From an optimization exercise on the open Yosys and OpenROAD flow, aimed at small area; shortcuts taken in it are not production practice. Only simulation tests tie the RTL to the original design; equivalence was not proved.

Design dp_mod, start of the top module:
module dp_mod
	(
	input signed [15:0] id_data,	 
	input [23:0] id_frec_por,		 
	input [15:0] id_im_am,			 
	input [15:0] id_im_fm,			 
	input ic_fm_am, 				 
	input ic_rst,					 
	input ic_val_data,
	input clk,
	output signed [15:0] od_data,	 
	output oc_val_data
	);
Settings: LEC_CHECK=0, ABC_AREA=1, CAP_MARGIN=20, CORE_MARGIN=2, CORE_UTILIZATION=25, PLACE_DENSITY=0.35, SLEW_MARGIN=20, SYNTH_MEMORY_MAX_BITS=131072; clock period 12.0 ns.
run.sh (not shown) runs the stock make flow with config.mk's settings and CLKGATE_MAP_FILE= SYNTH_SCRIPT=/design/flow/synth_recipe.tcl, a recipe that flattens the netlist after the stock synthesis.
The starting point ran to the end with no violations.
Edit:
--- a/flow/config.mk
+++ b/flow/config.mk
@@ -11,2 +11,4 @@
-export CORE_UTILIZATION = 25
-export PLACE_DENSITY = 0.35
+export CORE_UTILIZATION = 55
+export CTS_CLUSTER_DIAMETER = 70
+export CTS_CLUSTER_SIZE = 30
+export PLACE_DENSITY = 0.65
Clock-buffer cell count shrinks by 21; fmax stays flat; first-iteration DRC count grows by 65%; design area shrinks by 4.7%; synthesized area is unchanged.


dp_mod, a different RTL version from the one above (not shown whole).
Size in the first run: roughly 3,300 cells after synthesis, ~93 I/O pins.
Settings: LEC_CHECK=0, ABC_AREA=1, CAP_MARGIN=20, CORE_MARGIN=2, CORE_UTILIZATION=55, CTS_CLUSTER_DIAMETER=70, CTS_CLUSTER_SIZE=30, GPL_TIMING_DRIVEN=1, PLACE_DENSITY=0.65, SLEW_MARGIN=20, SYNTH_MEMORY_MAX_BITS=131072; clock period 12.0 ns.
standard.sh (not shown) runs the stock make flow with config.mk's settings and CLKGATE_MAP_FILE= SYNTH_SCRIPT=/design/flow/synth_recipe.tcl, a recipe that flattens the netlist after the stock synthesis.
==> flow/flow/run.sh <==
#!/bin/bash
set -euo pipefail
R=orfs/results/sky130hd/dp_mod/base
bash standard.sh synth > standard_synth.log 2>&1
cp "$R/1_2_yosys.v" 1_2_yosys.std.v
python3 flow/invopt.py 1_2_yosys.std.v "$R/1_2_yosys.v" > invopt.log 2>&1
rm -f "$R/1_synth.odb"
bash standard.sh "BUFFER_PORTS_ARGS=-buffer_cell sky130_fd_sc_hd__buf_1" finish > standard.log 2>&1
Other scripts of this flow, unchanged in this note and not shown: flow/flow/invopt.py
The baseline completed without violations.
Change:
--- a/flow/config.mk
+++ b/flow/config.mk
@@ -13,3 +13,3 @@
 export CTS_CLUSTER_SIZE = 30
-export GPL_TIMING_DRIVEN = 1
+export GPL_TIMING_DRIVEN = 0
 export PLACE_DENSITY = 0.65
After rerunning: The new run passed the timing, design-rule and antenna checks. Maximum frequency drops by about 2%. Routed wire length climbs by 12%. Core utilization climbs by 0.36 points. Final cell count climbs by about 2%. Area after synthesis stays the same. Setup slack degrades by 230 ps.


Setup of old:
dp_mod, a different RTL version from the one above (not shown whole).
Size in the first run: ~3200 cells after synthesis, about 93 I/O pins.
Settings: LEC_CHECK=0, ABC_AREA=1, CAP_MARGIN=20, CORE_MARGIN=2, CORE_UTILIZATION=55, CTS_CLUSTER_DIAMETER=70, CTS_CLUSTER_SIZE=30, GPL_TIMING_DRIVEN=1, PLACE_DENSITY=0.65, SLEW_MARGIN=20, SYNTH_MEMORY_MAX_BITS=131072; clock period 12.0 ns.
Scripts as last shown in full above: flow/flow/run.sh
Other scripts of this flow, unchanged in this note and not shown: flow/flow/invopt.py
old completed end to end with timing, DRC and antenna clean.
## Diff of input files: new against old
Settings: a change of GPL_TIMING_DRIVEN from 1 to 0.
diff --git a/flow/flow/run.sh b/flow/flow/run.sh
--- a/flow/flow/run.sh
+++ b/flow/flow/run.sh
@@ -8 +8 @@
-bash standard.sh "BUFFER_PORTS_ARGS=-buffer_cell sky130_fd_sc_hd__buf_1" finish > standard.log 2>&1
+bash standard.sh > standard.log 2>&1
--- outcome ---
old ran to completion and came out clean on the timing, design-rule and antenna checks.
The final layout from new, which completed every stage, passed the timing, design-rule and antenna checks at the end of the flow.
Area added between synthesis and finish delta for new relative to old: 3.2 points higher
HPWL after detailed placement sits higher in new than in old.


RTL: one of the versions met above, not the one the previous note started from.
Size: ~3400 cells after synthesis, roughly 230 flip-flops, roughly 93 I/O pins, about 27000 um2 of cells after synthesis.
export LEC_CHECK = 0
export ABC_AREA = 1
export CAP_MARGIN = 20
export CORE_MARGIN = 2
export CORE_UTILIZATION = 55
export PLACE_DENSITY = 0.65
export SLEW_MARGIN = 20
export SYNTH_MEMORY_MAX_BITS = 131072
create_clock -name core_clock -period 12.0 [get_ports {clk}]
==> flow/flow/run.sh <==
#!/bin/bash
# Own flow: the standard layout, unchanged (probe).
set -o pipefail
cd "$(dirname "$0")/.." 2>/dev/null || true
ls -la > ls.log 2>&1
bash standard.sh > standard.log 2>&1
Then changed:
==> flow/run.sh (new file) <==
#!/bin/bash
# synth_recipe.tcl (not shown) runs the flow's synth.tcl, then flattens the netlist and writes it again
# the make line also repeats each setting of config.mk as NAME=value (left out here)
make -C /OpenROAD-flow-scripts/flow DESIGN_CONFIG=/design/flow/config.mk WORK_HOME=/design/flow/orfs CLKGATE_MAP_FILE= SYNTH_SCRIPT=/design/flow/synth_recipe.tcl finish
removed: flow/flow/run.sh
removed: flow/standard.sh
Setup slack is unchanged.
Synthesized area is unchanged.
Fmax does not change.
Die area does not change.
Worst hold slack does not change.
Count of clock-buffer cells in the layout stays the same.
Routed wire length is unchanged.
Final cell count is unchanged.
First-iteration DRC count does not change.

-- port drivers added, routing unchanged --
The results above use ideal ports. As a check the final layouts listed here were re-extracted and re-timed, cells and wires unchanged.
Step 1 sets driving cells, clkbuf_16 on the clock port and buf_2 on the other inputs (assumed; they add their load-dependent delay and slew).
Step 2 moves the port delays by t, midway between the first and last clock arrival at a register: inputs arrive t later, outputs are due t later. That takes back most of the time a late clock gives input paths.
Slacks: ideal ports / drivers / drivers and shift; pairs: ideal ports / drivers.
run	t, ns	setup WS [ns]	clock arrival spread, ns	worst slew at a driven data input, ns	pins driven straight from the clock port
the first run of note 1	0.619	0.610 / 0.610 / 0.349	0.036 / 0.037	0.10	1
the second run of note 1	0.561	0.601 / 0.601 / 0.398	0.024 / 0.024	0.06	1
the first run of note 2	0.546	0.546 / 0.546 / 0.349	0.034 / 0.033	0.08	1
the second run of note 2	0.549	0.318 / 0.340 / -0.196	0.031 / 0.032	0.06	1
old	0.548	1.124 / 1.124 / 0.880	0.021 / 0.021	0.05	1
new	0.555	0.320 / 0.320 / -0.151	0.035 / 0.035	0.08	1
the first run of note 4	0.579	0.625 / 0.625 / 0.363	0.037 / 0.037	0.06	1
the second run of note 4	0.579	0.625 / 0.625 / 0.363	0.037 / 0.037	0.06	1
Met with ideal ports but missed after step 2: setup timing in the second run of note 2 and new. For the second run of note 2, which loses most, drivers alone change the setup slack by +0.022 ns; drivers and shift together by -0.514 ns.
